Background: an optimization exercise with open tools, aiming at small area. Do not read the settings as production practice.
In this exercise RTL edits were held to simulation tests only and were not proved equivalent to the original.
Power is estimated from default activity; no workload was simulated.

--- design/flow/constraint.sdc ---
create_clock -name core_clock -period 10.0 [get_ports {CLK}]
set_input_delay 2.0000 -clock core_clock [delete_from_list [all_inputs] [get_ports {CLK}]]
set_output_delay 2.0000 -clock core_clock [all_outputs]
set_load 0.01 [all_outputs]
--- design/flow/design.v ---
`timescale 1ns / 1ps
module VS_LR_TOP(
    input CLK,
    input SYS_NRST,
    input BTN_0,
    input BTN_1,
    input UART_RXD,
    output UART_TXD
    );
function [7:0] msg_char(input [8:0] idx);
    casez (idx)
        9'b?_??_11111: msg_char = 8'h0D;
        9'b?_??_11110: msg_char = 8'h0A;
        9'b0_00_10001: msg_char = 8'h45;  
        9'b0_00_10000: msg_char = 8'h72;  
        9'b0_00_01111: msg_char = 8'h52;  
        9'b0_00_01110: msg_char = 8'h6F;  
        9'b0_00_01101: msg_char = 8'h72;  
        9'b0_00_01100: msg_char = 8'h3A;  
        9'b0_00_01011: msg_char = 8'h20;  
        9'b0_00_01010: msg_char = 8'h66;  
        9'b0_00_01001: msg_char = 8'h6F;  
        9'b0_00_01000: msg_char = 8'h72;  
        9'b0_00_00111: msg_char = 8'h6D;  
        9'b0_00_00110: msg_char = 8'h61;  
        9'b0_00_00101: msg_char = 8'h54;  
        9'b0_00_00100: msg_char = 8'h20;  
        9'b0_00_00011: msg_char = 8'h44;  
        9'b0_00_00010: msg_char = 8'h61;  
        9'b0_00_00001: msg_char = 8'h54;  
        9'b0_00_00000: msg_char = 8'h61;  
        9'b0_01_10001: msg_char = 8'h65;  
        9'b0_01_10000: msg_char = 8'h52;  
        9'b0_01_01111: msg_char = 8'h72;  
        9'b0_01_01110: msg_char = 8'h6F;  
        9'b0_01_01101: msg_char = 8'h72;  
        9'b0_01_01100: msg_char = 8'h3A;  
        9'b0_01_01011: msg_char = 8'h20;  
        9'b0_01_01010: msg_char = 8'h70;  
        9'b0_01_01001: msg_char = 8'h61;  
        9'b0_01_01000: msg_char = 8'h52;  
        9'b0_01_00111: msg_char = 8'h69;  
        9'b0_01_00110: msg_char = 8'h54;  
        9'b0_01_00101: msg_char = 8'h79;  
        9'b0_01_00100: msg_char = 8'h20;  
        9'b0_01_00011: msg_char = 8'h55;  
        9'b0_01_00010: msg_char = 8'h41;  
        9'b0_01_00001: msg_char = 8'h72;  
        9'b0_01_00000: msg_char = 8'h74;  
        9'b0_10_10110: msg_char = 8'h65;  
        9'b0_10_10101: msg_char = 8'h72;  
        9'b0_10_10100: msg_char = 8'h72;  
        9'b0_10_10011: msg_char = 8'h4F;  
        9'b0_10_10010: msg_char = 8'h72;  
        9'b0_10_10001: msg_char = 8'h3A;  
        9'b0_10_10000: msg_char = 8'h20;  
        9'b0_10_01111: msg_char = 8'h66;  
        9'b0_10_01110: msg_char = 8'h6F;  
        9'b0_10_01101: msg_char = 8'h52;  
        9'b0_10_01100: msg_char = 8'h4D;  
        9'b0_10_01011: msg_char = 8'h61;  
        9'b0_10_01010: msg_char = 8'h54;  
        9'b0_10_01001: msg_char = 8'h20;  
        9'b0_10_01000: msg_char = 8'h64;  
        9'b0_10_00111: msg_char = 8'h41;  
        9'b0_10_00110: msg_char = 8'h74;  
        9'b0_10_00101: msg_char = 8'h61;  
        9'b0_10_00100: msg_char = 8'h20;  
        9'b0_10_00011: msg_char = 8'h55;  
        9'b0_10_00010: msg_char = 8'h61;  
        9'b0_10_00001: msg_char = 8'h52;  
        9'b0_10_00000: msg_char = 8'h54;  
        9'b0_11_00111: msg_char = 8'h45;  
        9'b0_11_00110: msg_char = 8'h52;  
        9'b0_11_00101: msg_char = 8'h52;  
        9'b0_11_00100: msg_char = 8'h2D;  
        9'b0_11_00011: msg_char = 8'h55;  
        9'b0_11_00010: msg_char = 8'h41;  
        9'b0_11_00001: msg_char = 8'h72;  
        9'b0_11_00000: msg_char = 8'h54;  
        9'b1_00_11100: msg_char = 8'h52;  
        9'b1_01_11100: msg_char = 8'h52;  
        9'b1_10_11100: msg_char = 8'h52;  
        9'b1_11_11100: msg_char = 8'h52;  
        9'b1_00_11011: msg_char = 8'h65;  
        9'b1_01_11011: msg_char = 8'h65;  
        9'b1_10_11011: msg_char = 8'h65;  
        9'b1_11_11011: msg_char = 8'h65;  
        9'b1_00_11010: msg_char = 8'h73;  
        9'b1_01_11010: msg_char = 8'h73;  
        9'b1_10_11010: msg_char = 8'h73;  
        9'b1_11_11010: msg_char = 8'h73;  
        9'b1_00_11001: msg_char = 8'h55;  
        9'b1_01_11001: msg_char = 8'h55;  
        9'b1_10_11001: msg_char = 8'h55;  
        9'b1_11_11001: msg_char = 8'h55;  
        9'b1_00_11000: msg_char = 8'h4C;  
        9'b1_01_11000: msg_char = 8'h4C;  
        9'b1_10_11000: msg_char = 8'h4C;  
        9'b1_11_11000: msg_char = 8'h4C;  
        9'b1_00_10111: msg_char = 8'h74;  
        9'b1_01_10111: msg_char = 8'h74;  
        9'b1_10_10111: msg_char = 8'h74;  
        9'b1_11_10111: msg_char = 8'h74;  
        9'b1_00_10110: msg_char = 8'h2D;  
        9'b1_01_10110: msg_char = 8'h2D;  
        9'b1_10_10110: msg_char = 8'h2D;  
        9'b1_11_10110: msg_char = 8'h2D;  
        9'b1_00_10101: msg_char = 8'h20;  
        9'b1_01_10101: msg_char = 8'h20;  
        9'b1_10_10101: msg_char = 8'h20;  
        9'b1_11_10101: msg_char = 8'h20;  
        default: msg_char = 8'h00;
    endcase
endfunction
reg [6:0] P;
wire pwrap = (P == 7'd83);
always @(posedge CLK, negedge SYS_NRST)
    if (!SYS_NRST) P <= 7'd0;
    else P <= pwrap ? 7'd0 : P + 1'b1;
reg B0, B1;
reg [4:0] C0, C1;
always @(posedge CLK, negedge SYS_NRST)
    if (!SYS_NRST) begin
        B0 <= 1'b0; C0 <= 5'd0;
    end
    else if (BTN_0 == B0) C0 <= 5'd0;
    else if (pwrap) begin
        if (C0[4] & C0[0]) begin B0 <= BTN_0; C0 <= 5'd0; end
        else C0 <= C0 + 1'b1;
    end
always @(posedge CLK, negedge SYS_NRST)
    if (!SYS_NRST) begin
        B1 <= 1'b0; C1 <= 5'd0;
    end
    else if (BTN_1 == B1) C1 <= 5'd0;
    else if (pwrap) begin
        if (C1[4] & C1[0]) begin B1 <= BTN_1; C1 <= 5'd0; end
        else C1 <= C1 + 1'b1;
    end
reg [4:0] CNT;
reg TXON;            
reg RSP;             
reg [7:0] T;         
reg [3:0] I;         
reg TXD;             
reg NB;              
reg [7:0] D;         
reg PE, FE;          
reg BR;              
reg [83:0] ACC;
reg [83:0] NR;
assign UART_TXD = TXD;
wire t_end = (T == 8'd159);
wire t_mid = (T == 8'd79);
wire init = (CNT == 5'd29);
wire [1:0] sel = {FE ^ B0, PE ^ B1};
wire err = sel[1] | sel[0];
wire [3:0] lo = D[3:0];
wire [3:0] hi = D[7:4];
wire is_dig = (hi == 4'h3) & (lo <= 4'h9);
wire is_let = ((hi == 4'h4) | (hi == 4'h6)) & (lo != 4'h0) & (lo <= 4'h6);
wire is_hex = is_dig | is_let;
wire is_cr = (D == 8'h0D);
wire is_lf = (D == 8'h0A);
wire [3:0] hval = lo + (D[6] ? 4'd9 : 4'd0);
wire ch_ok = (CNT[4:3] != 2'b11) ? is_hex :
             CNT[0] ? is_cr : is_lf;           
wire rx_act = ~TXON & ((I != 4'd0) | (T != 8'd0));
wire rx_done = rx_act & UART_RXD & ((I == 4'd11 & t_mid) | (I == 4'd12));
wire win = (P[6:2] == CNT);
wire win0 = win & (P[1:0] == 2'b00);
wire [7:0] mchar = msg_char({RSP, sel, CNT});
wire [3:0] tnib = ACC[3:0];
wire [7:0] dchar = (tnib > 4'd9) ? {4'h4, 1'b0, tnib[2:0] - 3'd1} : {4'h3, tnib};
wire digit = RSP & (CNT <= 5'd20);
wire [7:0] tch = digit ? dchar : mchar;
reg g;
always @(*)
    case (I)
        4'd0: g = tch[0];
        4'd1: g = tch[1];
        4'd2: g = tch[2];
        4'd3: g = tch[3];
        4'd4: g = tch[4];
        4'd5: g = tch[5];
        4'd6: g = tch[6];
        4'd7: g = tch[7];
        4'd8: g = ^tch;
        4'd11: g = (CNT == 5'd30);
        default: g = 1'b1;
    endcase
reg [4:0] err_start;
always @(*)
    case (sel)
        2'b00: err_start = 5'd17;
        2'b01: err_start = 5'd17;
        2'b10: err_start = 5'd22;
        2'b11: err_start = 5'd7;
    endcase
always @(posedge CLK, negedge SYS_NRST)
    if (!SYS_NRST) begin
        CNT <= 5'd29;
        TXON <= 1'b0;
        RSP <= 1'b0;
        T <= 8'd0;
        I <= 4'd0;
        TXD <= 1'b1;
    end
    else if (TXON) begin
        T <= t_end ? 8'd0 : T + 1'b1;
        if (t_end) begin
            TXD <= NB;
            if (I == 4'd11) begin
                I <= 4'd0;
                if (CNT == 5'd30) begin
                    TXON <= 1'b0;
                    RSP <= 1'b0;
                    CNT <= 5'd20;
                end
                else CNT <= CNT - 1'b1;
            end
            else I <= I + 1'b1;
        end
    end
    else begin
        if (init & pwrap) CNT <= 5'd20;
        if (RSP) begin
            if (pwrap) begin
                TXON <= 1'b1;
                CNT <= 5'd28;
                T <= 8'd0;
                I <= 4'd0;
                TXD <= 1'b0;
            end
        end
        else if (!rx_act) begin
            if (!UART_RXD) T <= 8'd1;
        end
        else if (rx_done) begin
            T <= 8'd0;
            I <= 4'd0;
            if (!err & ch_ok) begin
                if (CNT == 5'd30) RSP <= 1'b1;
                else CNT <= CNT - 1'b1;
            end
            else begin
                TXON <= 1'b1;
                CNT <= err_start;
                TXD <= 1'b0;
            end
        end
        else if (I == 4'd12) begin
            T <= 8'd0;
        end
        else begin
            T <= t_end ? 8'd0 : T + 1'b1;
            if (t_end) I <= I + 1'b1;
            if (t_mid) begin
                if (I == 4'd0) begin
                    if (UART_RXD) T <= 8'd0;     
                end
                else if (I == 4'd11) begin
                    I <= 4'd12;                   
                    T <= 8'd0;
                end
            end
        end
    end
always @(posedge CLK) begin
    if (rx_act & t_mid) begin
        if ((I != 4'd0) & (I <= 4'd8)) D <= {UART_RXD, D[7:1]};
        if (I == 4'd9) PE <= UART_RXD ^ (^D);
        if (I == 4'd10) FE <= ~UART_RXD;
        if (I == 4'd11) FE <= FE | ~UART_RXD;
    end
end
always @(posedge CLK)
    if (~digit | win0) NB <= g;
wire sub = TXON & RSP & (CNT == 5'd28) & (I == 4'd0) & (T < 8'd84);
wire a0 = ACC[0];
wire n0 = NR[0];
wire diff = a0 ^ n0 ^ BR;
wire bout = (~a0 & n0) | (~a0 & BR) | (n0 & BR);
always @(posedge CLK) begin
    BR <= sub & bout;
    ACC <= {init ? 1'b1 : sub ? diff : a0, ACC[83:1]};
    NR <= {win ? hval[P[1:0]] : n0, NR[83:1]};
end
endmodule
--- design/flow/run.sh ---
#!/bin/bash
# synth_recipe.tcl (not shown) runs the flow's synth.tcl, then flattens the netlist and writes it again
# the make line also repeats each setting of config.mk as NAME=value (left out here)
make -C /OpenROAD-flow-scripts/flow DESIGN_CONFIG=/design/flow/config.mk WORK_HOME=/design/flow/orfs CLKGATE_MAP_FILE= SYNTH_SCRIPT=/design/flow/synth_recipe.tcl finish
--- design/flow/config.mk ---
export PLATFORM = sky130hd
export DESIGN_NAME = VS_LR_TOP
export DESIGN_NICKNAME = VS_LR_TOP
export VERILOG_FILES = /design/flow/design.v
export SDC_FILE = /design/flow/constraint.sdc
export NUM_CORES = 4
export LEC_CHECK = 0
export CAP_MARGIN = 20
export CORE_MARGIN = 2
export CORE_UTILIZATION = 40
export PLACE_DENSITY = 0.6
export SLEW_MARGIN = 20
==> results.tsv <==
metric	value	unit
status	no timing/DRC/antenna violations	
post_cts_buffers	0	
grt_pass1_vias	5245	
leakage	0.003626	µW
wl_per_cell	15.66	µm
finalNonFillerCells	1033	
antenna_found_initial	0	
start_util	0.4043	
dr.pass1.iters	5	
cts_root_buffer	clkbuf_16	
yosysWarnings	1	
grt.total_usage	0.1522	
hold_buffers	0	
setup_ws	6348	ps
die_area	21410	µm²
coreArea	20040	µm²
fin_skew	14.16	ps
multi_input_area	3113	µm²
finalMaxSlewViolations	0	
final-seq-area	4696	µm²
nNetsFinal	786	
synth_edf_count	11	
path_max_fanout	7	
holdWs	325.7	ps
synth_ff_type	dfxtp_1	
synth_cells	752	
synth-seq-area-share	0.5795	
crit_path_end_kind	register	
io_pins	6	
cts_resized	0	
grt_max_degree	40	
avgSynthCellArea	10.77	µm²
hold_violations	0	
syn2layout_area_growth	12.04	%
vias	5463	
yosysUniqueCellTypes	80	
drtAntennaViolNets	0	
crit_path_start_kind	input port	
async_reset_ff_frac	0.1781	
cts_tree	built	
dp.cells	995	
drv_cap	0	
synth_area	8103	µm²
htreeDepth	1	
cp_cell_sequence	clkdlybuf4s50_1 -> o2111ai_1 -> nor2_1 -> a21oi_1 -> or2_1 -> o32ai_1 -> a21oi_1 -> o221ai_1	
dpl.hpwl	10580	µm
gp_congestion	0.9196	
hold_path.class	reg -> reg	
cp_common_cell	a21oi_1	
finalCritPeriodShare	0.3652	
peakVddDrop	0.1032	mV
crit_arrival	4060	ps
crit_type	in -> reg	
n_antenna_cell	0	
slew_headroom	0.3816	
grt_pass1_wl	27210	µm
fp-row-count	52	
numCtsBuffers	21	
rsz0062_at_grt	false	
final_cell_area	9079	µm²
grt-ovfl-total	0	
clock-sinks	219	
dieHeight	146.3	µm
cp.required	10410	ps
clock_path_buffers	3	
fmax	273.8	MHz
clock_latency	490	ps
syn-num-nets	790	
fin_tns_setup	0	ps
ys_seq_elements	219	
fill_cells	1895	
drt_iter0_markers	526	
layout-drive-gt1-share	0.08912	
clkSlewWorstSetupHoldPaths	70	ps
post_dp_cell_area	8346	µm²
cpMaxStageDelayCell	clkdlybuf4s50_1	
power.density	187.8	nW/µm²
drc	0	
io_buffers	5	
setup-violations-final	0	
worstMarginPinSlew	926.8	ps
place_ws	5928	ps
fin_crit	3652	ps
max_stage_delay	640	ps
die_w	146.3	µm
wl	16180	µm
vias_per_cell	5.288	
routing by layer:
metal	track usage	vias to the layer above	share of wire
met5	0	-	0
met4	0.05680	0	0.030
met3	0.02688	35	0.052
met2	0.2290	182	0.44
met1	0.2200	2609	0.48
li1	-	2637	-
final timing paths:
kind | slack (ps) | from | endpoint | cells past startpoint
worst min-delay path | 330 | ACC[24] | ACC[23] | 0
worst max register to register | 6410 | CNT[0] | NB | 11
max in group asynchronous | 7820 | SYS_NRST | I[1] | 1
min in group asynchronous | 1620 | SYS_NRST | P[0] | 1
worst max-delay path | 6350 | UART_RXD | CNT[3] | 8
worst min register to register | 330 | ACC[24] | ACC[23] | 0
sequential cells by signal, indices dropped and copies added (netlist names):
register	cells
ACC	84
FE	1
TXON	1
PE	1
TXD	1
BR	1
CNT	5
NR	84
D	8
NB	1
C1	5
I	4
P	7
T	8
B1	1
C0	5
RSP	1
B0	1
logic make-up after synthesis:
group | synth area share
flip-flops | 0.5795
multiplexers | 0.01158
buffers and inverters | 0.03629
adder cells (fa/ha/maj) | 0.05188
XOR/XNOR | 0.04571
AO/OA/AOI/OAI | 0.1226
AND/OR/NAND/NOR | 0.1524
through the flow:
step | util | total power, µW
floorplan | - | 903.8
finish | 0.4530 | 1705
CTS | 0.4530 | 1724
global route | 0.4530 | 1767
global placement | 0.4165 | 909.1
detailed placement | 0.4165 | 909.6
Yosys cell counts (all sizes together), types with 3 or more instances:
cell / count / area [µm²]
dfxtp: 169 / 3383
nor2: 56 / 210.2
nand2: 54 / 202.7
o21ai: 41 / 205.2
a21oi: 37 / 185.2
dfrtp: 34 / 850.8
inv: 33 / 123.9
ha: 32 / 400.4
nand3: 25 / 130.1
xnor2: 25 / 219.0
clkbuf: 21 / 78.83
nor3: 18 / 100.1
nor4: 16 / 118.9
buf: 15 / 91.33
xor2: 13 / 128.9
edfxtp: 11 / 330.3
nand4: 11 / 68.82
a31oi: 10 / 62.56
a211oi: 8 / 75.08
and3: 8 / 50.05
nand3b: 8 / 60.06
o211ai: 7 / 57.55
mux2i: 6 / 60.06
nand2b: 6 / 37.54
dfstp: 5 / 131.4
a32oi: 4 / 35.03
and2: 4 / 25.02
nor2b: 4 / 25.02
nor3b: 4 / 30.03
o221ai: 4 / 41.29
o31ai: 4 / 30.03
or2: 4 / 25.03
or4: 4 / 30.03
a22o: 3 / 26.28
a41oi: 3 / 26.28
o22ai: 3 / 18.77
or3b: 3 / 26.28
where the power goes:
group / switching [µW] / total, µW / internal (µW)
clock: 330 / 814 / 484
combinational: 5.40 / 7.82 / 2.42
sequential: 0.908 / 882 / 882
total: 337 / 1700 / 1370
layout by cell type (no fill, tap or decap), drive strengths merged, types with 4 or more instances in the layout:
cell type / n
dfxtp: 169
nor2: 56
nand2: 54
o21ai: 41
a21oi: 37
inv: 37
dfrtp: 34
ha: 32
clkbuf: 27
xnor2: 25
nand3: 25
nor3: 18
nor4: 16
xor2: 13
edfxtp: 11
nand4: 11
a31oi: 10
and3: 8
nand3b: 8
a211oi: 8
o211ai: 7
nand2b: 6
mux2i: 6
dfstp: 5
buf: 5
clkinv: 5
nor3b: 4
or4: 4
nor2b: 4
o31ai: 4
a32oi: 4
and2: 4
clkdlybuf4s50: 4
or2: 4
o221ai: 4
area by class of cell:
type	count	share of cell area
flip-flops and latches	219	0.5172
multi-input cells	464	0.3429
clock buffers	27	0.06601
well taps	270	0.03721
clock inverters	11	0.01475
inverters	33	0.01364
repair buffers	9	0.008269
worst max-delay path: cells and delay by family:
| kind | cells | cell delay [ps] |
|---|---|---|
| buf+inv | 1 | 640 |
| compound gates | 5 | 890 |
| simple gates | 2 | 530 |

re-timing with driven ports:
The flow's constraints put no driver on any port. The routed layout listed below was extracted and timed again, unchanged, in two steps. Step 1 (the two cells are an assumption about what drives the block):
set clk [get_ports {CLK}]
set_driving_cell -lib_cell sky130_fd_sc_hd__clkbuf_16 $clk
set_driving_cell -lib_cell sky130_fd_sc_hd__buf_2 [delete_from_list [all_inputs] $clk]
Step 2 times the ports against the registers' clock, not the clock port: input delays grow and output delays shrink by t, the midpoint of the rising clock arrivals with the driver on. Three values: ideal, step 1, step 2; two values: the first two.
t, ns: 0.524
setup WS [ns]: 6.348 / 6.355 / 5.832
hold slack, ns: 0.326 / 0.326 / 0.326
worst register clock-pin slew, ns: 0.07 / 0.07
worst slew at a driven data input, ns: 0.04
After both steps this run still meets setup and hold. For this run, drivers alone change the setup slack by +0.007 ns; drivers and shift together by -0.516 ns.
